From an optimization exercise on the open Yosys and OpenROAD flow, aimed at small area; shortcuts taken in it are not production practice.
Only simulation tests tie the RTL to the original design; equivalence was not proved.
The clock port is modelled as an ideal driver; clocking choices that lean on that would not hold on a real chip.
Power is estimated from default activity; no workload was simulated.

==> flow/design.v <==
module battleship (
  input            clk,
  input            rst,
  input            start,
  input      [1:0] X,
  input      [1:0] Y,
  input            pAb,
  input            pBb,
  output reg [7:0] disp0,
  output reg [7:0] disp1,
  output reg [7:0] disp2,
  output reg [7:0] disp3,
  output reg [7:0] led
);
function [7:0] seg;
  input [2:0] v;
  case (v)
    3'd0: seg = 8'b00111111;
    3'd1: seg = 8'b00000110;
    3'd2: seg = 8'b01011011;
    3'd3: seg = 8'b01001111;
    3'd4: seg = 8'b01100110;
    default: seg = 8'b11111111;
  endcase
endfunction
reg [4:0]  state;
reg [4:0]  next_state;
reg [15:0] mapA;
reg [15:0] mapB;
reg [2:0]  cs_A;
reg [2:0]  cs_B;
reg [6:0]  timer;
reg [3:0]  index;
reg        A_won;      
reg        B_won;
reg        z;
wire       p = state[4];
wire [3:0] k = state[3:0];
wire is_IDLE = (~k[0] & ~k[1] & ~k[2] & ~k[3]);
wire is_SHOW1 = (~k[0] & k[1] & ~k[2] & ~k[3]);
wire is_IN1 = (~k[1] & ~k[2] & k[3]);
wire is_ERR1 = (~k[0] & k[1] & k[2] & k[3]);
wire is_SHOW2 = (k[0] & ~k[1] & ~k[2]);
wire is_IN2 = (~k[0] & ~k[1] & k[2] & k[3]);
wire is_ERR2 = (k[0] & k[1] & k[3]);
wire is_SCORE = (~k[0] & k[1] & k[2] & ~k[3]);
wire is_SHOOT = (k[0] & ~k[1] & k[3]);
wire is_SINK = (k[0] & k[1] & k[2] & ~k[3]);
wire is_WIN = (k[0] & ~k[1] & k[2] & ~k[3]);
wire is_ROUND = (k[1] & ~k[2] & k[3]);
wire is_GO = (~k[0] & ~k[1] & k[2] & ~k[3]);
wire is_GO1 = (k[0] & k[1] & ~k[2]);
wire g_show  = (k[0] & ~k[1] & ~k[2]) | (~k[0] & k[1] & ~k[2] & ~k[3]);
wire g_in    = (~k[0] & ~k[1] & k[3]);
wire g_err   = (k[1] & k[2] & k[3]);
wire g_act   = (~k[1] & k[3]);
wire g_sc    = (k[0] & k[2] & ~k[3]);
wire g_d140  = (k[2] & ~k[3]) | (k[1] & ~k[2] & k[3]) | (k[0] & k[1] & ~k[2]);
wire g_let   = (k[1] & ~k[2]) | (~k[1] & k[2] & ~k[3]) | (k[0] & ~k[2]);
wire g_l99   = (~k[0] & ~k[2] & ~k[3]) | (k[1] & k[2] & k[3]) | (~k[1] & ~k[2] & ~k[3]);
wire g_lAA   = (k[1] & ~k[2] & k[3]) | (~k[1] & k[2] & ~k[3]) | (~k[0] & k[2] & ~k[3]);
wire g_go    = (k[0] & k[1] & ~k[2]) | (~k[0] & ~k[1] & k[2] & ~k[3]);
wire sel30   = (~k[1] & ~k[2]) | (~k[0] & ~k[2] & ~k[3]) | (k[2] & k[3]);
wire sel100  = k[3];
wire t30  = timer[0] & timer[3] & timer[4] & timer[5];
wire t50  = timer[0] & ~timer[1] & timer[2] & ~timer[3];
wire t100 = ~timer[0] & ~timer[1] & ~timer[2] & ~timer[3] & timer[6];
wire done = sel30 ? t30 : sel100 ? t100 : t50;
wire btn  = p ? pBb : pAb;
wire tgtB = p ^ is_SHOOT;                  
wire hit  = tgtB ? mapB[index] : mapA[index];
wire cnt3 = p ? (cs_B[1:0] == 2'd3) : (cs_A[1:0] == 2'd3);
wire act  = g_act & btn;
wire won  = p ? B_won : A_won;
wire sc2  = p ? cs_B[2] : cs_A[2];
wire clr_all = is_IDLE | (is_ROUND & t100);
wire fire = is_IDLE ? start : g_act ? (btn & (is_SHOOT | hit | cnt3 | p)) : done;
wire [4:0] tgt;
assign tgt[0] = (k[1] & k[2] & ~k[3]) | (k[0] & ~k[1] & k[3]) | (~k[0] & k[2] & ~k[3]) | (~k[0] & ~k[1] & k[2] & hit) | (~k[1] & ~k[2] & k[3] & ~hit & cnt3);
assign tgt[1] = (k[1] & ~k[2] & k[3]) | (~k[0] & ~k[1] & ~k[3]) | (k[0] & ~k[1] & k[3]) | (~k[0] & ~k[1] & hit) | (~k[1] & k[2] & ~k[3] & ~won) | (~k[0] & ~k[1] & k[2] & cnt3);
assign tgt[2] = (k[0] & ~k[2]) | (k[1] & k[2] & ~k[3]) | (~k[1] & k[2] & k[3]) | (~k[1] & k[3] & hit) | (k[0] & won) | (k[0] & k[1]);
assign tgt[3] = (~k[0] & k[1] & ~k[3]) | (k[0] & ~k[1] & ~k[3] & ~won) | (k[0] & ~k[1] & ~k[2]) | (k[1] & k[2] & ~sc2) | (k[1] & k[2] & k[3]) | (~k[0] & ~k[1] & k[3] & hit) | (~k[0] & ~k[1] & k[3] & ~cnt3);
wire flip = (k[0] & k[1] & k[2] & ~k[3] & ~sc2) | (~k[0] & ~k[1] & k[3] & ~hit & cnt3);
assign tgt[4] = p ^ flip;
always @(posedge clk or posedge rst) begin
  if (rst) begin
    state <= 5'd0;
    next_state <= 5'd0;
  end else begin
    state <= next_state;
    if (fire) next_state <= tgt;
  end
end
wire [3:0] row = clr_all ? 4'b1111 : (4'b0001 << index[3:2]);
wire [3:0] col = clr_all ? 4'b1111 : (4'b0001 << index[1:0]);
wire wA = clr_all | (act & ~tgtB);
wire wB = clr_all | (act &  tgtB);
wire vset = g_in & ~clr_all;               
integer i;
always @(posedge clk) begin
  index <= {Y, X};
  if (is_IDLE | g_act | done) timer <= 7'd0;
  else timer <= {timer[5:0], ~(timer[3] ^ timer[6])};
  if (is_IDLE) A_won <= 1'b0;
  else if (is_WIN & t50 & ~p) A_won <= 1'b1;
  if (is_IDLE) B_won <= 1'b0;
  else if (is_WIN & t50 & p) B_won <= 1'b1;
  if (is_SHOOT & btn) z <= hit;
  if (clr_all | (is_SCORE & t50)) cs_A <= 3'd0;
  else if (btn & ~p & ((is_SHOOT & hit) | (g_in & ~hit & ~cnt3))) cs_A <= cs_A + 3'd1;
  if (clr_all | (is_SCORE & t50)) cs_B <= 3'd0;
  else if (btn & p & ((is_SHOOT & hit) | (g_in & ~hit))) cs_B <= cs_B + 3'd1;
  for (i = 0; i < 16; i = i + 1) begin
    if (wA & row[i/4] & col[i%4]) mapA[i] <= vset;
    if (wB & row[i/4] & col[i%4]) mapB[i] <= vset;
  end
end
wire [1:0] A_game = (g_go & ~p) ? 2'd2 : {1'b0, A_won};
wire [1:0] B_game = (g_go &  p) ? 2'd2 : {1'b0, B_won};
always @(*) begin
  disp0 = 8'b00000000;
  disp1 = 8'b00000000;
  disp2 = 8'b00000000;
  disp3 = 8'b00000000;
  led   = 8'b00000000;
  if (g_act) begin
    disp1 = seg({1'b0, X});
    disp0 = seg({1'b0, Y});
  end
  if (g_d140) begin
    disp1 = 8'b01000000;
    disp2 = seg(g_sc ? cs_A : {1'b0, A_game});
    disp0 = seg(g_sc ? cs_B : {1'b0, B_game});
  end
  if (is_IDLE) begin
    disp3 = 8'b00000110;
    disp2 = 8'b01011110;
    disp1 = 8'b00111000;
    disp0 = 8'b01111001;
  end
  if (g_err) begin
    disp3 = 8'b01111001;
    disp2 = 8'b01010000;
    disp1 = 8'b01010000;
    disp0 = 8'b01011100;
  end
  if (g_let) disp3 = p ? 8'b01111100 : 8'b01110111;
  if (g_l99) led = 8'b10011001;
  if (g_lAA) led = 8'b10101010;
  if (is_GO1) led = 8'b01010101;
  if (g_in) led = p ? {4'b0000, cs_B[1:0], 2'b01} : {2'b10, cs_A[1:0], 4'b0000};
  if (is_SHOOT) led = p ? {2'b00, cs_A[1:0], cs_B[1:0], 2'b01}
                        : {1'b1, cs_A, cs_B[1:0], 2'b00};
  if (is_SINK) led = {8{z}};
end
endmodule
==> flow/flow/run.sh <==
#!/bin/bash
# Layout flow: the standard synthesis; then the combinational logic between
# the registers is mapped again by ABC for area (registers, their names and
# cell types untouched); then the standard layout, with the smallest buffer
# on the ports and, in place of TritonCTS, a clock tree of one buffer level
# (flow/clock.tcl). Each tool's output goes to a log file here.
set -euo pipefail
W=$PWD
PLAT=${FLOW_PLATFORM:-sky130hd}
RES=$W/orfs/results/$PLAT/battleship/base
PDIR=$FLOW_HOME/platforms/$PLAT
LIB=$PDIR/lib/sky130_fd_sc_hd__tt_025C_1v80.lib
NCLK=${NCLK:-4}
CLKBUF=${CLKBUF:-sky130_fd_sc_hd__clkbuf_8}
PORTBUF="BUFFER_PORTS_ARGS=-buffer_cell sky130_fd_sc_hd__buf_1"

# 1. standard synthesis
bash standard.sh synth > $W/run_synth.log 2>&1
cp $RES/1_2_yosys.v $W/synth_standard.v

# 2. remap the combinational logic
cat > $W/reopt.ys <<EOY
read_liberty -ignore_miss_func $LIB
read_verilog -defer $W/synth_standard.v
hierarchy -top $FLOW_TOP
setattr -mod -set keep_hierarchy 1 sky130_fd_sc_hd__df* sky130_fd_sc_hd__edf* sky130_fd_sc_hd__sdf*
flatten
delete t:\$scopeinfo
opt_clean
abc -liberty $LIB -dont_use *probe* -dont_use *lpflow* -dont_use *clkdly* -dont_use *dlygate* -dont_use *clkbuf* -dont_use *bufinv* -script $W/flow/reopt.abc
opt_clean -purge
setundef -zero
splitnets
hilomap -singleton -hicell sky130_fd_sc_hd__conb_1 HI -locell sky130_fd_sc_hd__conb_1 LO
insbuf -buf sky130_fd_sc_hd__buf_1 A X
opt_clean -purge
blackbox sky130_fd_sc_hd__*
tee -o $W/reopt_stat.txt stat -liberty $LIB
write_verilog -noattr -nohex -nodec $W/synth_reopt.v
EOY
yosys -s $W/reopt.ys > $W/run_reopt.log 2>&1
cp $W/synth_reopt.v $RES/1_2_yosys.v
rm -f $RES/1_synth.odb $RES/1_synth.sdc

# 3. floorplan and placement
bash standard.sh "$PORTBUF" place > $W/run_place.log 2>&1

# 4. clock buffers
RES=$RES LIB=$LIB PLATFORM_DIR=$PDIR CLKBUF=$CLKBUF NCLK=$NCLK CLKNET=clk \
  openroad -no_init -exit $W/flow/clock.tcl > $W/run_clock.log 2>&1
test -f $RES/4_1_cts.odb

# 5. routing and the rest of the standard layout
bash standard.sh "$PORTBUF" finish > $W/run_layout.log 2>&1
test -f $W/out/final.def
==> flow/flow/clock.tcl <==
# Clock buffering in place of TritonCTS: the registers are split into NCLK
# groups by location (k-means), and the clock port drives one buffer per
# group, placed at the group's centre, which drives the group's registers.
# Reads 3_place.odb, writes 4_1_cts.odb and 4_cts.sdc like ORFS's cts step.
set res $::env(RES)
set k $::env(NCLK)
read_liberty $::env(LIB)
read_db $res/3_place.odb
read_sdc $res/3_place.sdc
source $::env(PLATFORM_DIR)/setRC.tcl

set block [ord::get_db_block]
set dbu [$block getDbUnitsPerMicron]
set pts {}
foreach inst [$block getInsts] {
  if {[[$inst getMaster] isSequential]} {
    set b [$inst getBBox]
    set cp ""
    foreach it [$inst getITerms] {
      set net [$it getNet]
      if {$net != "NULL" && [$net getName] eq $::env(CLKNET)} { set cp "[$inst getName]/[[$it getMTerm] getName]" }
    }
    if {$cp eq ""} { error "no clock pin on [$inst getName]" }
    lappend pts [list [expr {([$b xMin] + [$b xMax]) / 2.0 / $dbu}] [expr {([$b yMin] + [$b yMax]) / 2.0 / $dbu}] $cp]
  }
}
set n [llength $pts]
puts "registers: $n, groups: $k"
# k-means, started from points spread along the sorted x order
set sorted [lsort -real -index 0 $pts]
set cs {}
for {set i 0} {$i < $k} {incr i} {
  set p [lindex $sorted [expr {int(($i + 0.5) * $n / $k)}]]
  lappend cs [list [lindex $p 0] [lindex $p 1]]
}
for {set iter 0} {$iter < 50} {incr iter} {
  set groups {}
  for {set i 0} {$i < $k} {incr i} { lappend groups {} }
  foreach p $pts {
    set best 0; set bd 1e18
    for {set i 0} {$i < $k} {incr i} {
      set c [lindex $cs $i]
      set d [expr {pow([lindex $p 0] - [lindex $c 0], 2) + pow([lindex $p 1] - [lindex $c 1], 2)}]
      if {$d < $bd} { set bd $d; set best $i }
    }
    lset groups $best [concat [lindex $groups $best] [list $p]]
  }
  set ncs {}
  for {set i 0} {$i < $k} {incr i} {
    set g [lindex $groups $i]
    if {[llength $g] == 0} { lappend ncs [lindex $cs $i]; continue }
    set sx 0; set sy 0
    foreach p $g { set sx [expr {$sx + [lindex $p 0]}]; set sy [expr {$sy + [lindex $p 1]}] }
    lappend ncs [list [expr {$sx / [llength $g]}] [expr {$sy / [llength $g]}]]
  }
  set cs $ncs
}
for {set i 0} {$i < $k} {incr i} {
  set g [lindex $groups $i]
  if {[llength $g] == 0} { continue }
  set pins {}
  foreach p $g { lappend pins [get_pins [lindex $p 2]] }
  set c [lindex $cs $i]
  puts "group $i: [llength $g] registers, buffer at $c"
  insert_buffer -buffer_cell $::env(CLKBUF) -net $::env(CLKNET) -load_pins $pins \
    -buffer_name clkbuf_$i -net_name clknet_$i -location $c
}
set nb 0
foreach inst [$block getInsts] {
  if {[string match clkbuf_* [$inst getName]]} {
    incr nb
    foreach it [$inst getITerms] {
      set net [$it getNet]
      if {$net != "NULL" && ![$net isSpecial]} { $net setSigType CLOCK }
    }
  }
}
if {$nb == 0} { error "no clock buffer inserted" }
detailed_placement
check_placement -verbose
write_db $res/4_1_cts.odb
write_sdc -no_timestamp $res/4_cts.sdc
==> flow/flow/reopt.abc <==
strash
dc2
balance
rewrite
refactor
balance
rewrite
rewrite -z
balance
refactor -z
rewrite -z
balance
dc2
balance
rewrite
refactor
balance
rewrite
rewrite -z
balance
refactor -z
rewrite -z
balance
&get -n
&dch -f
&nf -R 1000
&put
topo
==> flow/standard.sh <==
#!/bin/bash
# synth_recipe.tcl (not shown) runs the flow's synth.tcl, then flattens the netlist and writes it again
# the make line also repeats each setting of config.mk as NAME=value (left out here)
make -C /OpenROAD-flow-scripts/flow DESIGN_CONFIG=/design/flow/config.mk WORK_HOME=/design/flow/orfs CLKGATE_MAP_FILE= SYNTH_SCRIPT=/design/flow/synth_recipe.tcl "${@:-finish}"
==> flow/config.mk <==
export PLATFORM = sky130hd
export DESIGN_NAME = battleship
export DESIGN_NICKNAME = battleship
export VERILOG_FILES = /design/flow/design.v
export SDC_FILE = /design/flow/constraint.sdc
export NUM_CORES = 4
export LEC_CHECK = 0
export ABC_AREA = 1
export CAP_MARGIN = 20
export CORE_MARGIN = 2
export CORE_UTILIZATION = 70
export SLEW_MARGIN = 20
==> flow/constraint.sdc <==
create_clock -name core_clock -period 10.0 [get_ports {clk}]
set_input_delay 2.0000 -clock core_clock [delete_from_list [all_inputs] [get_ports {clk}]]
set_output_delay 2.0000 -clock core_clock [all_outputs]
set_load 0.01 [all_outputs]
==> results of run 1 <==
-- worst max-delay path, delay by kind of cell, from the launching register on --
family	cells	cell delay (ns)
AND/OR/NAND/NOR	5	1.30
AO/OA/AOI/OAI	3	0.67
buffers and inverters	1	0.13
flip-flops	1	0.64
-- layout make-up --
type / count / area [um2] / share of cell area, %
Clock buffer: 4 / 55.1 / 1.65
Inverter: 12 / 45.0 / 1.35
Multi-Input combinational cell: 265 / 1370 / 41.1
Sequential cell: 62 / 1620 / 48.6
Tap cell: 52 / 65.1 / 1.95
Timing Repair Buffer: 47 / 180 / 5.40
-- worst max path at each step --
stage                         from        to  slack (ns)  cells after the start
final                     state[2]  disp0[3]        5.11                      9
after global routing      state[2]  disp0[3]        4.80                      9
after detailed placement      Y[0]  disp0[3]        5.23                      6
after global placement        Y[0]  disp0[3]        5.26                      6
after floorplan               Y[0]  disp0[3]        5.45                      4
-- power by group through the flow --
stage / clock, mW / combinational (mW) / sequential (mW)
3_5_place_dp: 0 / 0.495 / 0.392
3_3_place_gp: 0 / 0.487 / 0.391
2_1_floorplan: 0 / 0.350 / 0.373
6_report: 0.0959 / 0.503 / 0.388
5_1_grt: 0.105 / 0.556 / 0.394
-- per-stage QoR --
step / utilization [%] / setup slack (ns) / instances / area [um2] / power, mW
3_3_place_gp: 77.0 / 5.26 / 438 / 3280 / 0.878
6_report: 78.3 / 5.11 / 442 / 3340 / 0.988
3_5_place_dp: 77.0 / 5.23 / 438 / 3280 / 0.887
2_1_floorplan: - / 5.45 / 343 / 3050 / 0.723
5_1_grt: 78.3 / 4.80 / 442 / 3340 / 1.05
-- cells in the final DEF (no fill, tap or decap), types with 4 or more instances in the layout --
cell and n:
edfxtp_1 33, o22ai_1 16, xnor2_1 4, o21ai_0 27, nor2b_1 11, nand2_1 42
a21oi_1 18, dfxtp_1 19, a21o_1 4, dfrtp_1 10, nor2_1 61, a31oi_1 5
nand2b_1 9, and3_1 4, nand3_1 15, nor3_1 8, and2_0 8, clkbuf_8 4
buf_1 46, clkinv_1 12
-- routing by layer --
metal	GRT usage (%)	vias to the layer above	part of all wire [%]
li1	-	1320	-
met1	38.7	1304	38
met2	54.5	166	51
met3	2.74	30	8.8
met4	6.20	0	2.1
met5	0	-	0
-- flip-flops by register name (all words and copies together) (netlist names) --
name and flops:
B_won 1, timer 7, cs_A 3, z 1, A_won 1, next_state 5
state 5, index 4, cs_B 3, mapA 16, mapB 16
==> run summary, run 1 <==
- Outcome: complete, no violations
- Syn Area/Cell: about 8.9 um2
- Power density over the cells: 296 nW/um2
- Worst Hold Path EP: state[4]
- Core footprint: around 4300 um2
- # Max-Cap Violations: 0
- Final Hold Vio Count: 0
- RR Endpoint: next_state[0]
- LEAKAGE: roughly 1.2 nW
- Initial antenna violation count: 0
- Final Critical Period: 4.89 ns
- Vias per cell: around 6.4
- Nets: 401
- Row count: 24
- CP cell instances: nor2b_1 -> and2_0 -> nor2_1 -> a22oi_1 -> a21oi_1 -> o21ai_0 -> nand4_1 -> nand2b_1 -> buf_1
- VDD IR max: roughly 0.00022 V
- Initial Util: a little under three quarters
- DRC Markers: 0
- Worst Hold Margin: ~0.38 ns
- Final Cycle Share: between 40 and 50%
- Max stage delay cell, worst path: dfrtp_1
- DRT iter0 DRCs: around 480
- DIE AREA: roughly 4900 um2
- Fillcell total: 300
- Net switching power: ~450 uW
- Max incr delay on CP: 0.64 ns
- Setup Skew: roughly 0.015 ns
- CP arrival: approximately 2.9 ns
- Hold-critical path depth: 0
- Final wirelength: between 7 and 8 mm
- Post-Syn Area: 3050 um2
- Die height: about 70 um
- WL/cell: 16.7 um
- GRT Resource Usage Total: between 20% and 30%
- Reg2reg start: state[1]
- Drt pass-1 iters: 6
- Post-DP HPWL: ~5.3 mm
- Power Internal: 535 uW
- Slew Limit Fails: 0
- Hold wc startpoint: next_state[4]
- Share of cells above drive strength 1: around 1.3%
- Mapped Cells: 342
- Post-DRT Antenna Nets: 0
- Switching portion of total power: 45.8%
- Worst skew pair latency: about 0.16 ns
- Final TNS setup: 0 ns
- Crit end category: primary output
- Vias in the first global route: between 2000 and 3000
- Peak Freq: around 200 MHz
- Crit path kind: register to primary output
- WP data required: 8.00 ns
- Diodes inserted: 0
- Synth-to-layout area growth: 9.48%
- GR Overflow Total: 0
- CP Max Fanout: 15
- Logic pwr share: between 50% and 60%
- Largest net degree at the start of global routing: 35
- Placer Congestion: a little under 0.9
- R2R cell count: 10
- Slew @ Worst Pin: 0.979 ns
- DIE WIDTH: approximately 70 um
- I/O pin cnt: slightly below 50
- Vias: 2820
- Setup crit start kind: register
- First-pass GRT wire length: 11.9 mm
- Setup violators final: 0
- Slew margin rel.: 34.2%
- RSZ-0062 raised after global routing: false
- Port buffer count: 46
- Worst Hold Class: register to register
- Clock transition at path regs: approximately 0.080 ns
- Worst R2R Setup Slack: 6.03 ns
- Clock power share: 9.7%
- Sequential Power Share: 39.3%
- Yosys warnings: 1
==> run 2, diff against run 1 <==
==> flow/flow/run.sh (replaced) <==
#!/bin/bash
# Layout flow: the standard synthesis; then the combinational logic between
# the registers is mapped again by ABC for area with a few scripts
# (flow/reopt*.abc; registers, their names and cell types untouched) and the
# smallest result is kept; then the standard layout, with the smallest
# buffer on the ports and, in place of TritonCTS, a clock tree of one buffer
# level (flow/clock.tcl). Each tool's output goes to a log file here.
set -euo pipefail
W=$PWD
PLAT=${FLOW_PLATFORM:-sky130hd}
RES=$W/orfs/results/$PLAT/battleship/base
PDIR=$FLOW_HOME/platforms/$PLAT
LIB=$PDIR/lib/sky130_fd_sc_hd__tt_025C_1v80.lib
NCLK=${NCLK:-4}
CLKBUF=${CLKBUF:-sky130_fd_sc_hd__clkbuf_8}
PORTBUF="BUFFER_PORTS_ARGS=-buffer_cell sky130_fd_sc_hd__buf_1"

# 1. standard synthesis
bash standard.sh synth > $W/run_synth.log 2>&1
cp $RES/1_2_yosys.v $W/synth_standard.v

# 2. remap the combinational logic, one run per script, in parallel
for s in $W/flow/reopt*.abc; do
  n=$(basename $s .abc)
  cat > $W/$n.ys <<EOY
read_liberty -ignore_miss_func $LIB
read_verilog -defer $W/synth_standard.v
hierarchy -top $FLOW_TOP
setattr -mod -set keep_hierarchy 1 sky130_fd_sc_hd__df* sky130_fd_sc_hd__edf* sky130_fd_sc_hd__sdf*
flatten
delete t:\$scopeinfo
opt_clean
abc -liberty $LIB -dont_use *probe* -dont_use *lpflow* -dont_use *clkdly* -dont_use *dlygate* -dont_use *clkbuf* -dont_use *bufinv* -script $s
opt_clean -purge
setundef -zero
splitnets
hilomap -singleton -hicell sky130_fd_sc_hd__conb_1 HI -locell sky130_fd_sc_hd__conb_1 LO
insbuf -buf sky130_fd_sc_hd__buf_1 A X
opt_clean -purge
blackbox sky130_fd_sc_hd__*
tee -o $W/${n}_stat.txt stat -liberty $LIB
write_verilog -noattr -nohex -nodec $W/synth_$n.v
EOY
  (timeout 600 yosys -s $W/$n.ys > $W/run_$n.log 2>&1 || true) &
done
wait
best=""; barea=""
for s in $W/flow/reopt*.abc; do
  n=$(basename $s .abc)
  a=$(grep -o "Chip area for module '\\\\$FLOW_TOP': [0-9.]*" $W/${n}_stat.txt 2>/dev/null | awk '{print $NF}' || true)
  echo "$n: ${a:-failed}" >> $W/reopt_choice.log
  if [[ -n "$a" && -s $W/synth_$n.v ]] && { [[ -z "$barea" ]] || awk "BEGIN{exit !($a < $barea)}"; }; then best=$n; barea=$a; fi
done
echo "kept $best ($barea)" >> $W/reopt_choice.log
test -n "$best"
cp $W/synth_$best.v $RES/1_2_yosys.v
rm -f $RES/1_synth.odb $RES/1_synth.sdc

# 3. floorplan and placement
bash standard.sh "$PORTBUF" place > $W/run_place.log 2>&1

# 4. clock buffers
RES=$RES LIB=$LIB PLATFORM_DIR=$PDIR CLKBUF=$CLKBUF NCLK=$NCLK CLKNET=clk \
  openroad -no_init -exit $W/flow/clock.tcl > $W/run_clock.log 2>&1
test -f $RES/4_1_cts.odb

# 5. routing and the rest of the standard layout
bash standard.sh "$PORTBUF" finish > $W/run_layout.log 2>&1
test -f $W/out/final.def
--- a/flow/flow/clock.tcl
+++ b/flow/flow/clock.tcl
@@ -1,5 +1,5 @@
 # Clock buffering in place of TritonCTS: the registers are split into NCLK
-# groups by location (k-means), and the clock port drives one buffer per
+# groups of equal size by location (balanced k-means), and the clock port drives one buffer per
 # group, placed at the group's centre, which drives the group's registers.
 # Reads 3_place.odb, writes 4_1_cts.odb and 4_cts.sdc like ORFS's cts step.
 set res $::env(RES)
@@ -33,17 +33,28 @@
   set p [lindex $sorted [expr {int(($i + 0.5) * $n / $k)}]]
   lappend cs [list [lindex $p 0] [lindex $p 1]]
 }
-for {set iter 0} {$iter < 50} {incr iter} {
-  set groups {}
-  for {set i 0} {$i < $k} {incr i} { lappend groups {} }
-  foreach p $pts {
-    set best 0; set bd 1e18
+# balanced k-means: each group takes at most ceil(n/k) registers, assigned
+# greedily by distance to the group centres
+set cap [expr {int(ceil(double($n) / $k))}]
+for {set iter 0} {$iter < 30} {incr iter} {
+  set pairs {}
+  for {set j 0} {$j < $n} {incr j} {
+    set p [lindex $pts $j]
     for {set i 0} {$i < $k} {incr i} {
       set c [lindex $cs $i]
-      set d [expr {pow([lindex $p 0] - [lindex $c 0], 2) + pow([lindex $p 1] - [lindex $c 1], 2)}]
-      if {$d < $bd} { set bd $d; set best $i }
+      lappend pairs [list [expr {pow([lindex $p 0] - [lindex $c 0], 2) + pow([lindex $p 1] - [lindex $c 1], 2)}] $j $i]
     }
-    lset groups $best [concat [lindex $groups $best] [list $p]]
+  }
+  set pairs [lsort -real -index 0 $pairs]
+  set groups {}; set size {}
+  for {set i 0} {$i < $k} {incr i} { lappend groups {}; lappend size 0 }
+  array unset done; array set done {}
+  foreach pr $pairs {
+    set j [lindex $pr 1]; set i [lindex $pr 2]
+    if {[info exists done($j)] || [lindex $size $i] >= $cap} { continue }
+    set done($j) 1
+    lset size $i [expr {[lindex $size $i] + 1}]
+    lset groups $i [concat [lindex $groups $i] [list [lindex $pts $j]]]
   }
   set ncs {}
   for {set i 0} {$i < $k} {incr i} {
==> flow/flow/reopt0.abc (new file) <==
strash
dc2
balance
rewrite
refactor
balance
rewrite
rewrite -z
balance
refactor -z
rewrite -z
balance
dc2
balance
rewrite
refactor
balance
rewrite
rewrite -z
balance
refactor -z
rewrite -z
balance
dc2
balance
rewrite
refactor
balance
rewrite
rewrite -z
balance
refactor -z
rewrite -z
balance
&get -n
&dch -f
&nf -R 1000
&put
topo
==> flow/flow/reopt1.abc (new file) <==
strash
dc2
balance
rewrite
refactor
balance
rewrite
rewrite -z
balance
refactor -z
rewrite -z
balance
dc2
balance
rewrite
refactor
balance
rewrite
rewrite -z
balance
refactor -z
rewrite -z
balance
&get -n
&dch -f
&nf -R 1000
&put
topo
==> flow/flow/reopt2.abc (new file) <==
strash
dc2
balance
rewrite
refactor
balance
rewrite
rewrite -z
balance
refactor -z
rewrite -z
balance
&get -n
&dch -f
&nf -R 1000
&put
topo
--- a/flow/config.mk
+++ b/flow/config.mk
@@ -8,5 +8,5 @@
 export ABC_AREA = 1
 export CAP_MARGIN = 20
 export CORE_MARGIN = 2
-export CORE_UTILIZATION = 70
+export CORE_UTILIZATION = 78
 export SLEW_MARGIN = 20
removed: flow/flow/reopt.abc
==> run 2 against run 1 <==
Global-route usage increased by 9.8 points. Synthesized cell count increased by 0.58%. Power increased by 3.4%. Critical path type unchanged. Worst hold slack got worse by 0.0019 ns. Core utilization increased by 11 points. Non-clock buffer count unchanged. Sequential share of layout area increased by 0.091 points. Clock-buffer cell count unchanged. Still clean. Critical path depth unchanged. Sequential cell count unchanged. Fmax decreased by 1.7%. Wire length increased by 15%.
==> run summary, run 2 <==
- Slew @ Worst Pin: 0.828 ns
- Most common cell after layout, fill and taps aside: nor2_1
- Max incr delay on CP: roughly 0.66 ns
- Core footprint: around 3700 um2
- RSZ-0062 raised after global routing: false
- Final Critical Period: 4.97 ns
- Slew Limit Fails: 0
- Overall power: about 1.0 mW
- LEAKAGE: ~1.2 nW
- Worst skew pair latency: roughly 0.16 ns
- Initial Util: 81.9%
- Cell count after placement: around 440
- Power density over the cells: slightly above 300 nW/um2
- Setup violators final: 0
- Crit end category: primary output
- Final Hold Vio Count: 0
- Diodes inserted: 0
- GRT Resource Usage Total: around 40%
- CP top delay family: simple AND/OR/NAND/NOR gates
- Row count: 22
- Post-Place Setup Slack: between 5 and 6 ns
- Largest regs: mapA (16), mapB (16), timer (7)
- Setup crit start kind: register
- Die height: roughly 66 um
- Final wirelength: 8.51 mm
- Nets: 403
- VDD IR max: ~0.00025 V
- Mapped Cells: 344
- # Max-Cap Violations: 0
- WP data required: 8.00 ns
- First-pass GRT wire length: 13.2 mm
- Largest net degree at the start of global routing: 33
- GR Overflow Total: 0
- Post-DRT Antenna Nets: 0
- Final worst slack: approximately 5.0 ns
- Drt pass-1 iters: 6
- CP Max Fanout: 17
- Met3 GRT Util: 7.60%
- Share of cells above drive strength 1: roughly 1.5%
- DIE WIDTH: 66.5 um
- WL/cell: between 15 and 20 um
- Initial antenna violation count: 0
- Slew margin rel.: about 44%
- Outcome: complete, no violations
- CP bufs+invs: 1
- Final TNS setup: 0 ns
- Syn Area/Cell: 8.85 um2
- M2 GR Usage: between 60% and 70%
- Setup Skew: ~0.012 ns
- Crit path kind: register to primary output
- DIE AREA: roughly 4400 um2
- I/O pin cnt: 49
- Post-DP HPWL: between 5 and 6 mm
- Peak Freq: 201 MHz
- Post-Syn Area: 3040 um2
- DRC Markers: 0
- Post-route insts no fill: between 400 and 500
- CP cell instances: nor2b_1 -> and2_0 -> a21oi_1 -> nand2_1 -> nand3_1 -> a21oi_1 -> nor2_1 -> nand3_1 -> buf_1
- Busiest layer in global routing: met2
- Vias in the first global route: about 2800
- Clock transition at path regs: roughly 0.1 ns
- DRT iter0 DRCs: 493
- Port buffer count: 46
- Commonest cells after routing, fill and taps aside: 63 x nor2_1, 46 x buf_1, 43 x nand2_1
- Max stage delay cell, worst path: dfrtp_1
- CP arrival: roughly 3 ns
- Placer Congestion: about 0.9
- Final Cycle Share: ~50%
- Yosys warnings: 1
- Grt met1 use: around 50%
- Vias: around 3000
- Vias per cell: 6.91
- Synth-to-layout area growth: 9.50%
- Worst Hold Class: register to register
==> run 2: area by class of cell <==
class / instances / area [um2]
Fill cell: 183 / 384
Timing Repair Buffer: 47 / 180
Sequential cell: 62 / 1620
Clock buffer: 4 / 55.1
Inverter: 9 / 33.8
Tap cell: 48 / 60.1
Multi-Input combinational cell: 270 / 1380
==> run 2: power breakdown <==
group          total, mW  leakage, nW  internal [mW]  switching [mW]
clock network     0.0990       0.0288         0.0371          0.0619
logic              0.531        0.618          0.172           0.359
registers          0.391        0.567          0.328          0.0635
total               1.02         1.21          0.537           0.485
==> run 2: worst paths after layout <==
kind	to	start	depth (start not counted)	slack, ns
hold / removal	state[4]	next_state[4]	0	0.38
hold reg to reg	state[4]	next_state[4]	0	0.38
max in group asynchronous	state[3]	rst	2	8.06
min in group asynchronous	state[4]	rst	2	1.72
setup / recovery	disp0[0]	state[2]	9	5.03
setup reg to reg	cs_B[2]	state[1]	14	6.09
==> run 2: routing by layer <==
metal	wire, um	up-vias	part of all wire, %
met4	369	0	4.3
met2	3970	308	47
met5	0	-	0
met3	1100	61	13
met1	3070	1338	36
li1	-	1332	-
==> run 2: metrics by stage <==
stage          instance area [um2]  hold WS (ns)  util [%]
6_report                      3330         0.378      89.7
5_1_grt                       3330         0.392      89.7
3_3_place_gp                  3270         0.358      88.0
2_1_floorplan                 3050         0.354         -
3_5_place_dp                  3280         0.367      88.2
==> run 3, diff against run 2 <==
--- a/flow/design.v
+++ b/flow/design.v
@@ -37,31 +37,31 @@
 wire       p = state[4];
 wire [3:0] k = state[3:0];
 wire is_IDLE = (~k[0] & ~k[1] & ~k[2] & ~k[3]);
-wire is_SHOW1 = (~k[0] & k[1] & ~k[2] & ~k[3]);
+wire is_SHOW1 = (~k[0] & ~k[1] & k[2] & ~k[3]);
 wire is_IN1 = (~k[1] & ~k[2] & k[3]);
-wire is_ERR1 = (~k[0] & k[1] & k[2] & k[3]);
+wire is_ERR1 = (k[0] & k[1] & k[3]);
 wire is_SHOW2 = (k[0] & ~k[1] & ~k[2]);
 wire is_IN2 = (~k[0] & ~k[1] & k[2] & k[3]);
-wire is_ERR2 = (k[0] & k[1] & k[3]);
+wire is_ERR2 = (~k[0] & k[1] & k[2] & k[3]);
 wire is_SCORE = (~k[0] & k[1] & k[2] & ~k[3]);
 wire is_SHOOT = (k[0] & ~k[1] & k[3]);
 wire is_SINK = (k[0] & k[1] & k[2] & ~k[3]);
 wire is_WIN = (k[0] & ~k[1] & k[2] & ~k[3]);
-wire is_ROUND = (k[1] & ~k[2] & k[3]);
-wire is_GO = (~k[0] & ~k[1] & k[2] & ~k[3]);
-wire is_GO1 = (k[0] & k[1] & ~k[2]);
-wire g_show  = (k[0] & ~k[1] & ~k[2]) | (~k[0] & k[1] & ~k[2] & ~k[3]);
+wire is_ROUND = (~k[0] & k[1] & ~k[2] & ~k[3]);
+wire is_GO = (k[0] & k[1] & ~k[2]);
+wire is_GO1 = (k[1] & ~k[2] & k[3]);
+wire g_show  = (k[0] & ~k[1] & ~k[2]) | (~k[0] & ~k[1] & k[2] & ~k[3]);
 wire g_in    = (~k[0] & ~k[1] & k[3]);
 wire g_err   = (k[1] & k[2] & k[3]);
 wire g_act   = (~k[1] & k[3]);
 wire g_sc    = (k[0] & k[2] & ~k[3]);
-wire g_d140  = (k[2] & ~k[3]) | (k[1] & ~k[2] & k[3]) | (k[0] & k[1] & ~k[2]);
+wire g_d140  = (k[0] & k[2] & ~k[3]) | (k[1] & ~k[3]) | (k[1] & ~k[2]);
 wire g_let   = (k[1] & ~k[2]) | (~k[1] & k[2] & ~k[3]) | (k[0] & ~k[2]);
-wire g_l99   = (~k[0] & ~k[2] & ~k[3]) | (k[1] & k[2] & k[3]) | (~k[1] & ~k[2] & ~k[3]);
-wire g_lAA   = (k[1] & ~k[2] & k[3]) | (~k[1] & k[2] & ~k[3]) | (~k[0] & k[2] & ~k[3]);
-wire g_go    = (k[0] & k[1] & ~k[2]) | (~k[0] & ~k[1] & k[2] & ~k[3]);
-wire sel30   = (~k[1] & ~k[2]) | (~k[0] & ~k[2] & ~k[3]) | (k[2] & k[3]);
-wire sel100  = k[3];
+wire g_l99   = (~k[0] & ~k[1] & ~k[3]) | (k[1] & k[2] & k[3]) | (~k[1] & ~k[2] & ~k[3]);
+wire g_lAA   = (k[0] & ~k[1] & k[2] & ~k[3]) | (~k[0] & k[1] & ~k[3]) | (k[0] & k[1] & ~k[2]);
+wire g_go    = (k[1] & ~k[2] & k[3]) | (k[0] & k[1] & ~k[2]);
+wire sel30   = (~k[1] & ~k[2]) | (~k[0] & ~k[1]) | (k[2] & k[3]);
+wire sel100  = (~k[0] & ~k[2] & ~k[3]);
 wire t30  = timer[0] & timer[3] & timer[4] & timer[5];
 wire t50  = timer[0] & ~timer[1] & timer[2] & ~timer[3];
 wire t100 = ~timer[0] & ~timer[1] & ~timer[2] & ~timer[3] & timer[6];
@@ -76,10 +76,10 @@
 wire clr_all = is_IDLE | (is_ROUND & t100);
 wire fire = is_IDLE ? start : g_act ? (btn & (is_SHOOT | hit | cnt3 | p)) : done;
 wire [4:0] tgt;
-assign tgt[0] = (k[1] & k[2] & ~k[3]) | (k[0] & ~k[1] & k[3]) | (~k[0] & k[2] & ~k[3]) | (~k[0] & ~k[1] & k[2] & hit) | (~k[1] & ~k[2] & k[3] & ~hit & cnt3);
-assign tgt[1] = (k[1] & ~k[2] & k[3]) | (~k[0] & ~k[1] & ~k[3]) | (k[0] & ~k[1] & k[3]) | (~k[0] & ~k[1] & hit) | (~k[1] & k[2] & ~k[3] & ~won) | (~k[0] & ~k[1] & k[2] & cnt3);
-assign tgt[2] = (k[0] & ~k[2]) | (k[1] & k[2] & ~k[3]) | (~k[1] & k[2] & k[3]) | (~k[1] & k[3] & hit) | (k[0] & won) | (k[0] & k[1]);
-assign tgt[3] = (~k[0] & k[1] & ~k[3]) | (k[0] & ~k[1] & ~k[3] & ~won) | (k[0] & ~k[1] & ~k[2]) | (k[1] & k[2] & ~sc2) | (k[1] & k[2] & k[3]) | (~k[0] & ~k[1] & k[3] & hit) | (~k[0] & ~k[1] & k[3] & ~cnt3);
+assign tgt[0] = (k[1] & k[2] & ~k[3]) | (k[1] & ~k[2] & k[3]) | (k[0] & ~k[1] & k[3]) | (~k[2] & k[3] & hit) | (k[0] & k[2] & ~k[3] & won) | (~k[2] & k[3] & cnt3);
+assign tgt[1] = (k[0] & k[1] & ~k[2]) | (k[0] & ~k[1] & k[2]) | (k[1] & ~k[2] & k[3]) | (~k[1] & k[3] & hit) | (~k[1] & k[2] & k[3] & cnt3);
+assign tgt[2] = (k[1] & k[2] & ~k[3]) | (~k[0] & k[2] & k[3]) | (~k[0] & ~k[2] & ~k[3]) | (~k[1] & ~k[2] & hit) | (k[0] & ~k[1] & k[3]) | (~k[1] & ~k[2] & ~k[3]);
+assign tgt[3] = (k[0] & ~k[2]) | (~k[0] & k[2] & ~k[3]) | (k[1] & k[2] & k[3]) | (~k[0] & ~k[1] & k[3] & hit) | (k[0] & k[1] & ~sc2) | (~k[0] & ~k[1] & k[3] & ~cnt3);
 wire flip = (k[0] & k[1] & k[2] & ~k[3] & ~sc2) | (~k[0] & ~k[1] & k[3] & ~hit & cnt3);
 assign tgt[4] = p ^ flip;
 always @(posedge clk or posedge rst) begin
==> run 3 against run 2 <==
Sequential share of layout area grew 0.17 points. Combinational power increased by 5.3%. Worst hold slack better by 0.011 ns. Via count is 4.6% higher. Critical endpoint is now disp0[3].
==> run summary, run 3 <==
- Setup violators final: 0
- Post-DRT Antenna Nets: 0
- Post-Layout Inst Area: 3320 um2
- Die height: around 66 um
- R2R cell count: 12
- DP Area: 3270 um2
- Largest net degree at the start of global routing: 36
- Final Util: approximately 90%
- Yosys warnings: 1
- Syn Area/Cell: between 9 and 10 um2
- Initial antenna violation count: 0
- CP arrival: around 3.0 ns
- RSZ-0062 raised after global routing: false
- Hold wc startpoint: next_state[1]
- RR Endpoint: cs_A[2]
- Diodes inserted: 0
- DIE WIDTH: 66.4 um
- Final Cycle Share: between 40% and 50%
- Row count: 22
- Vias: about 3200
- Post-Place Setup Slack: 5.26 ns
- DRT iter0 DRCs: between 700 and 800
- Final Critical Period: between 4 and 5 ns
- Peak Freq: a little over 200 MHz
- GRT Resource Usage Total: a little over two fifths
- Final Hold Vio Count: 0
- Outcome: complete, no violations
- # Max-Cap Violations: 0
- Final worst slack: about 5 ns
- Vias per cell: between 7 and 8
- I/O pin cnt: 49
- Slew @ Worst Pin: 0.908 ns
- Commonest cells after routing, fill and taps aside: 60 x nor2_1, 46 x buf_1, 38 x nand2_1
- Nets: between 300 and 400
- CP Max Fanout: 16
- Setup Skew: 0.0166 ns
- GR Overflow Total: 0
- Share of cells above drive strength 1: about 1.3%
- Slew Limit Fails: 0
- Worst skew pair latency: about 0.17 ns
- LEAKAGE: 1.18 nW
- VDD IR max: about 0.00025 V
- Overall power: 1.07 mW
- Power density over the cells: roughly 320 nW/um2
- Mapped Cells: between 300 and 400
- Hold-critical path depth: 0
- Post-DP HPWL: 6.15 mm
- Placer Congestion: just under 1
- Crit end category: primary output
- Post-Syn Area: 3040 um2
- Setup crit start kind: register
- Final TNS setup: 0 ns
- DIE AREA: about 4400 um2
- Worst Hold Class: register to register
- Synth-to-layout area growth: 9.35%
- DRC Markers: 0
- Initial Util: 82.3%
- Reg2reg start: state[1]
- Final wirelength: between 9 and 10 mm
- Port buffer count: 46
- Most common cell after layout, fill and taps aside: nor2_1
- Core footprint: roughly 3700 um2
- First-pass GRT wire length: 14.3 mm
- Vias in the first global route: just under 3000
- Worst R2R Setup Slack: ~5.6 ns
- Slew margin rel.: 38.9%
- Worst Hold Path EP: state[1]
- Drt pass-1 iters: 8
- WL/cell: roughly 21 um
- WP data required: about 8.0 ns
- Crit path kind: register to primary output
- Clock transition at path regs: around 0.12 ns
- Largest regs: mapA (16), mapB (16), timer (7)
-- run 3: worst max path at each step --
stage | from | to | slack, ns | cells past startpoint
3_3_place_gp | Y[0] | disp0[3] | 5.31 | 5
5_1_grt | state[3] | disp0[3] | 4.88 | 9
3_5_place_dp | Y[0] | disp0[3] | 5.26 | 5
2_1_floorplan | Y[0] | disp0[3] | 5.48 | 3
6_report | state[2] | disp0[3] | 5.04 | 9
-- run 3: layout make-up --
cell class | count | area (um2)
fill | 168 | 368
sequential | 62 | 1620
multi-input combinational | 263 | 1370
tap | 48 | 60.1
inverter | 8 | 30.0
timing repair buffer | 47 | 180
clock buffer | 4 | 55.1
-- run 3: metal layers --
metal / share of wire, % / track usage (%) / vias to the layer above / wire length (um)
met4: 6.6 / 20.7 / 0 / 614
met1: 33 / 52.1 / 1406 / 3060
met5: 0 / 0 / - / 0
met3: 15 / 9.54 / 96 / 1360
li1: - / - / 1314 / -
met2: 46 / 74.4 / 363 / 4250
-- run 3: power by group --
part	leakage, nW	internal [mW]	switching [mW]
sequential	0.567	0.330	0.0766
clock	0.0288	0.0373	0.0709
combinational	0.586	0.180	0.379
total	1.18	0.548	0.526
-- run 3: worst max-delay path, stage by stage, from the launching register on --
cell      delay (ns)
dfrtp_1         0.60
nor2b_1         0.29
and2_0          0.41
nor2_1          0.28
nor2_1          0.10
nor2_1          0.46
o22a_1          0.23
nand4_1         0.11
nand2b_1        0.17
buf_1           0.13
-- run 3: through the flow --
stage / std cells / hold WS (ns)
after floorplan: 337 / 0.354
after global placement: 428 / 0.362
after detailed placement: 428 / 0.358
after global routing: 432 / 0.399
final: 432 / 0.389
==> run 4, diff against run 3 <==
--- a/flow/design.v
+++ b/flow/design.v
@@ -39,29 +39,29 @@
 wire is_IDLE = (~k[0] & ~k[1] & ~k[2] & ~k[3]);
 wire is_SHOW1 = (~k[0] & ~k[1] & k[2] & ~k[3]);
 wire is_IN1 = (~k[1] & ~k[2] & k[3]);
-wire is_ERR1 = (k[0] & k[1] & k[3]);
-wire is_SHOW2 = (k[0] & ~k[1] & ~k[2]);
+wire is_ERR1 = (~k[0] & k[1] & k[2] & ~k[3]);
+wire is_SHOW2 = (k[0] & k[1] & k[2] & ~k[3]);
 wire is_IN2 = (~k[0] & ~k[1] & k[2] & k[3]);
 wire is_ERR2 = (~k[0] & k[1] & k[2] & k[3]);
-wire is_SCORE = (~k[0] & k[1] & k[2] & ~k[3]);
+wire is_SCORE = (k[0] & k[1] & k[3]);
 wire is_SHOOT = (k[0] & ~k[1] & k[3]);
-wire is_SINK = (k[0] & k[1] & k[2] & ~k[3]);
+wire is_SINK = (k[0] & ~k[1] & ~k[2]);
 wire is_WIN = (k[0] & ~k[1] & k[2] & ~k[3]);
 wire is_ROUND = (~k[0] & k[1] & ~k[2] & ~k[3]);
 wire is_GO = (k[0] & k[1] & ~k[2]);
 wire is_GO1 = (k[1] & ~k[2] & k[3]);
-wire g_show  = (k[0] & ~k[1] & ~k[2]) | (~k[0] & ~k[1] & k[2] & ~k[3]);
+wire g_show  = (~k[0] & ~k[1] & k[2] & ~k[3]) | (k[0] & k[1] & k[2] & ~k[3]);
 wire g_in    = (~k[0] & ~k[1] & k[3]);
-wire g_err   = (k[1] & k[2] & k[3]);
+wire g_err   = (~k[0] & k[1] & k[2]);
 wire g_act   = (~k[1] & k[3]);
-wire g_sc    = (k[0] & k[2] & ~k[3]);
-wire g_d140  = (k[0] & k[2] & ~k[3]) | (k[1] & ~k[3]) | (k[1] & ~k[2]);
-wire g_let   = (k[1] & ~k[2]) | (~k[1] & k[2] & ~k[3]) | (k[0] & ~k[2]);
-wire g_l99   = (~k[0] & ~k[1] & ~k[3]) | (k[1] & k[2] & k[3]) | (~k[1] & ~k[2] & ~k[3]);
-wire g_lAA   = (k[0] & ~k[1] & k[2] & ~k[3]) | (~k[0] & k[1] & ~k[3]) | (k[0] & k[1] & ~k[2]);
+wire g_sc    = (k[0] & ~k[1] & ~k[3]);
+wire g_d140  = (k[1] & ~k[2]) | (k[0] & ~k[1] & ~k[3]) | (k[0] & k[1] & k[3]);
+wire g_let   = (k[1] & ~k[2]) | (~k[1] & k[2] & ~k[3]) | (k[0] & k[1] & ~k[3]);
+wire g_l99   = (~k[0] & ~k[1] & ~k[3]) | (k[1] & k[2] & ~k[3]) | (~k[0] & k[1] & k[2]);
+wire g_lAA   = (k[1] & ~k[2] & ~k[3]) | (k[0] & ~k[1] & k[2] & ~k[3]) | (k[0] & k[1] & k[3]);
 wire g_go    = (k[1] & ~k[2] & k[3]) | (k[0] & k[1] & ~k[2]);
-wire sel30   = (~k[1] & ~k[2]) | (~k[0] & ~k[1]) | (k[2] & k[3]);
-wire sel100  = (~k[0] & ~k[2] & ~k[3]);
+wire sel30   = (~k[0] & k[2]) | (k[1] & k[2] & ~k[3]);
+wire sel100  = (~k[0] & ~k[3]);
 wire t30  = timer[0] & timer[3] & timer[4] & timer[5];
 wire t50  = timer[0] & ~timer[1] & timer[2] & ~timer[3];
 wire t100 = ~timer[0] & ~timer[1] & ~timer[2] & ~timer[3] & timer[6];
@@ -76,11 +76,11 @@
 wire clr_all = is_IDLE | (is_ROUND & t100);
 wire fire = is_IDLE ? start : g_act ? (btn & (is_SHOOT | hit | cnt3 | p)) : done;
 wire [4:0] tgt;
-assign tgt[0] = (k[1] & k[2] & ~k[3]) | (k[1] & ~k[2] & k[3]) | (k[0] & ~k[1] & k[3]) | (~k[2] & k[3] & hit) | (k[0] & k[2] & ~k[3] & won) | (~k[2] & k[3] & cnt3);
-assign tgt[1] = (k[0] & k[1] & ~k[2]) | (k[0] & ~k[1] & k[2]) | (k[1] & ~k[2] & k[3]) | (~k[1] & k[3] & hit) | (~k[1] & k[2] & k[3] & cnt3);
-assign tgt[2] = (k[1] & k[2] & ~k[3]) | (~k[0] & k[2] & k[3]) | (~k[0] & ~k[2] & ~k[3]) | (~k[1] & ~k[2] & hit) | (k[0] & ~k[1] & k[3]) | (~k[1] & ~k[2] & ~k[3]);
-assign tgt[3] = (k[0] & ~k[2]) | (~k[0] & k[2] & ~k[3]) | (k[1] & k[2] & k[3]) | (~k[0] & ~k[1] & k[3] & hit) | (k[0] & k[1] & ~sc2) | (~k[0] & ~k[1] & k[3] & ~cnt3);
-wire flip = (k[0] & k[1] & k[2] & ~k[3] & ~sc2) | (~k[0] & ~k[1] & k[3] & ~hit & cnt3);
+assign tgt[0] = (k[0] & ~k[1] & ~k[2]) | (k[0] & k[3]) | (k[1] & ~k[2] & k[3]) | (~k[1] & k[3] & ~hit & cnt3) | (k[0] & ~k[1] & won);
+assign tgt[1] = (k[0] & k[1] & ~k[2]) | (k[0] & ~k[1] & k[2] & ~k[3]) | (k[1] & ~k[2] & k[3]) | (~k[0] & ~k[1] & k[3] & hit) | (~k[0] & ~k[1] & k[3] & cnt3);
+assign tgt[2] = (~k[0] & ~k[2] & ~k[3]) | (k[0] & k[1] & k[2]) | (~k[0] & k[2] & k[3]) | (~k[1] & ~k[2] & hit) | (~k[1] & ~k[2] & cnt3) | (~k[1] & ~k[2] & ~k[3]);
+assign tgt[3] = (k[0] & ~k[2] & ~sc2) | (~k[0] & k[2]) | (k[0] & k[1]) | (~k[0] & ~k[1] & p & ~hit & ~cnt3);
+wire flip = (k[0] & ~k[1] & ~k[2] & ~sc2) | (~k[0] & ~k[1] & k[3] & ~hit & cnt3);
 assign tgt[4] = p ^ flip;
 always @(posedge clk or posedge rst) begin
   if (rst) begin
--- a/flow/flow/run.sh
+++ b/flow/flow/run.sh
@@ -13,6 +13,8 @@
 LIB=$PDIR/lib/sky130_fd_sc_hd__tt_025C_1v80.lib
 NCLK=${NCLK:-4}
 CLKBUF=${CLKBUF:-sky130_fd_sc_hd__clkbuf_8}
+CLKBUF_BIG=${CLKBUF_BIG:-sky130_fd_sc_hd__clkbuf_16}
+CLKSLEW_PS=${CLKSLEW_PS:-75}
 PORTBUF="BUFFER_PORTS_ARGS=-buffer_cell sky130_fd_sc_hd__buf_1"
 
 # 1. standard synthesis
@@ -61,6 +63,7 @@
 
 # 4. clock buffers
 RES=$RES LIB=$LIB PLATFORM_DIR=$PDIR CLKBUF=$CLKBUF NCLK=$NCLK CLKNET=clk \
+  CLKBUF_BIG=$CLKBUF_BIG CLKSLEW_PS=$CLKSLEW_PS \
   openroad -no_init -exit $W/flow/clock.tcl > $W/run_clock.log 2>&1
 test -f $RES/4_1_cts.odb
 
--- a/flow/flow/clock.tcl
+++ b/flow/flow/clock.tcl
@@ -88,6 +88,34 @@
 }
 if {$nb == 0} { error "no clock buffer inserted" }
 detailed_placement
+# a buffer whose registers see a slow clock edge (placement estimate) is
+# replaced by the next larger size
+estimate_parasitics -placement
+set_propagated_clock [all_clocks]
+set up 0
+foreach inst [$block getInsts] {
+  if {![string match clkbuf_* [$inst getName]]} { continue }
+  set worst 0
+  foreach it [$inst getITerms] {
+    if {![$it isOutputSignal]} { continue }
+    foreach sink [[$it getNet] getITerms] {
+      if {$sink eq $it} { continue }
+      set pin [get_pins [$sink getName]]
+      foreach edge {rise fall} {
+        set s [expr {[sta::time_ui_sta [get_property $pin slew_max_$edge]] * 1e12}]
+        set worst [expr {max($worst, $s)}]
+      }
+    }
+  }
+  puts "[$inst getName] [[$inst getMaster] getName]: estimated clock slew [format %.1f $worst] ps"
+  if {$worst > $::env(CLKSLEW_PS)} {
+    replace_cell $inst $::env(CLKBUF_BIG)
+    puts "  replaced by $::env(CLKBUF_BIG)"
+    incr up
+  }
+}
+unset_propagated_clock [all_clocks]
+if {$up} { detailed_placement }
 check_placement -verbose
 write_db $res/4_1_cts.odb
 write_sdc -no_timestamp $res/4_cts.sdc
==> run 4 against run 3 <==
Sequential power barely moved. Sequential share of layout area rose by 0.24 points. Cell area fell by 0.49%. Highest routed layer unchanged. Clock-buffer cell count did not move. Area after synthesis fell by 0.78%. First-iteration DRC count fell by 18%. Synthesized cell count rose by 1.5%. Fmax rose by 4.3%. Non-clock buffer count rose by 1. Critical path depth rose by 1. Still clean on timing, DRC and antenna. Core utilization fell by 0.44 points.
==> run summary, run 4 <==
- Outcome: complete, no violations
- LEAKAGE: 1.25 nW
- Post-Layout Inst Area: around 3300 um2
- Placer Congestion: a little over 1
- CP cell instances: nand2_1 -> nor2_1 -> nor2_1 -> a22oi_1 -> nand2_1 -> nand3_1 -> a21oi_1 -> nor2_1 -> nand3_1 -> buf_1
- DIE WIDTH: between 60 and 70 um
- Max stage delay cell, worst path: nor2_1
- CP dominant cell by count: nor2_1
- Vias per cell: about 6.9
- DRT iter0 DRCs: slightly below 600
- Crit end category: primary output
- Final TNS setup: 0 ns
- Worst R2R Setup Slack: around 6.1 ns
- Vias in the first global route: about 2700
- Slew @ Worst Pin: 0.999 ns
- Crit path kind: register to primary output
- RR Endpoint: next_state[1]
- Worst Hold Path EP: state[0]
- Fillcell total: between 150 and 200
- Post-DP HPWL: 6.11 mm
- Post-DRT Antenna Nets: 0
- Die height: 66.2 um
- Worst skew pair latency: roughly 0.16 ns
- Largest regs: mapA (16), mapB (16), timer (7)
- DP Area: ~3200 um2
- Vias: between 3000 and 4000
- Final Cycle Share: 47.6%
- Hold wc startpoint: next_state[0]
- Clock transition at path regs: approximately 0.090 ns
- # Max-Cap Violations: 0
- Share of cells above drive strength 1: under 10%
- Initial antenna violation count: 0
- RSZ-0062 raised after global routing: false
- Hold-critical path depth: 0
- First-pass GRT wire length: 13.0 mm
- WP data required: about 8.0 ns
- Final wirelength: between 8 and 9 mm
- Drt pass-1 iters: 6
- Yosys warnings: 1
- Final Hold Vio Count: 0
- CP top delay family: simple AND/OR/NAND/NOR gates
- VDD IR max: about 0.00021 V
- Mapped Cells: ~340
- Slew Limit Fails: 0
- Port buffer count: 46
- Slew margin rel.: 33.0%
- Setup Skew: about 0.013 ns
- Nets: ~400
- Peak Freq: approximately 210 MHz
- WL/cell: between 15 and 20 um
- Largest net degree at the start of global routing: 21
- Row count: 22
- GRT Resource Usage Total: 39.2%
- CP arrival: roughly 2.8 ns
- Commonest cells after routing, fill and taps aside: 65 x nor2_1, 46 x buf_1, 44 x nand2_1
- Reg2reg start: index[1]
- Final Critical Period: 4.76 ns
- Overall power: roughly 1.1 mW
- FF+latch area: 1620 um2
- Syn Area/Cell: approximately 8.8 um2
- Post-Syn Area: between 3000 and 4000 um2
- GR Overflow Total: 0
- Worst Hold Class: register to register
- Initial Util: around 82%
- Diodes inserted: 0
- Core footprint: approximately 3700 um2
- Most common cell after layout, fill and taps aside: nor2_1
- Power density over the cells: approximately 320 nW/um2
- Multi-input logic area: ~1300 um2
- Setup crit start kind: register
- DIE AREA: 4380 um2
- Synth-to-layout area growth: 9.68%
- CP bufs+invs: 1
- Final Util: approximately 90%
- CP Max Fanout: 12
- I/O pin cnt: about 50
- DRC Markers: 0
- Max incr delay on CP: ~0.64 ns
- Setup violators final: 0
- R2R cell count: 11
run 4: area by class of cell:
| cell class | count | area share [%] |
|---|---|---|
| Tap cell | 48 | 1.82 |
| Clock buffer | 4 | 1.67 |
| Sequential cell | 62 | 49.1 |
| Timing Repair Buffer | 48 | 5.68 |
| Inverter | 12 | 1.36 |
| Multi-Input combinational cell | 264 | 40.4 |
run 4: per-stage QoR:
| stage | cells | hold WS, ns | worst slack [ns] |
|---|---|---|---|
| 2_1_floorplan | 342 | 0.350 | 5.48 |
| 3_5_place_dp | 434 | 0.370 | 5.29 |
| 6_report | 438 | 0.392 | 5.24 |
| 3_3_place_gp | 434 | 0.352 | 5.32 |
| 5_1_grt | 438 | 0.403 | 4.98 |
run 4: where the power goes:
part / leakage (nW) / internal, mW / total, mW / switching (mW)
combinational: 0.631 / 0.163 / 0.558 / 0.394
sequential: 0.591 / 0.355 / 0.409 / 0.0540
clock: 0.0288 / 0.0370 / 0.0984 / 0.0614
total: 1.25 / 0.555 / 1.07 / 0.510
run 4: how the worst max path moves through the flow:
stage,end,depth (start not counted),slack [ns],startpoint
floorplan,disp1[3],2,5.48,X[0]
global placement,disp0[5],4,5.32,Y[0]
detailed placement,disp0[5],4,5.29,Y[0]
global route,disp0[3],10,4.98,state[0]
finish,disp0[3],10,5.24,state[0]
run 4: layer usage:
layer	global-route usage, %	routed length, um
met3	5.45	1100
met2	65.5	4020
met4	12.8	301
met1	53.3	2910
met5	0	0
run 4: worst reg2reg max path: cells and delay by family (launching register included):
kind	cells	cell delay [ns]
simple gates	4	1.01
flops	1	0.36
compound gates	5	1.81
buf+inv	1	0.16
mux	1	0.40

-- what the ideal ports hide --
The flow's constraints put no driver on any port. The routed layouts listed below were extracted and timed again, unchanged, in two steps.
Step 1, drivers: a clkbuf_16 drives clk and a buf_2 each remaining input, both assumed.
Step 2 adds t to the input delays and takes it off the output delays; t is the mean of the earliest and latest rising clock arrival at the registers after step 1. Input paths then give back, and output paths get back, about the clock's delay inside the block.
a / b / c = ideal / step 1 / step 2; a / b = the first two.
run | shift t [ns] | slack for setup (ns) | hold WS [ns] | worst setup path at the end
run 1 | 0.210 | 5.114 / 5.055 / 5.177 | 0.380 / 0.380 / 0.380 | input to output
run 2 | 0.214 | 5.027 / 4.965 / 5.179 | 0.378 / 0.378 / 0.378 | register to output
run 3 | 0.223 | 5.037 / 4.974 / 5.197 | 0.389 / 0.389 / 0.389 | register to output
run 4 | 0.213 | 5.239 / 5.177 / 5.244 | 0.392 / 0.392 / 0.392 | input to output
After both steps setup and hold are still met in every run listed.
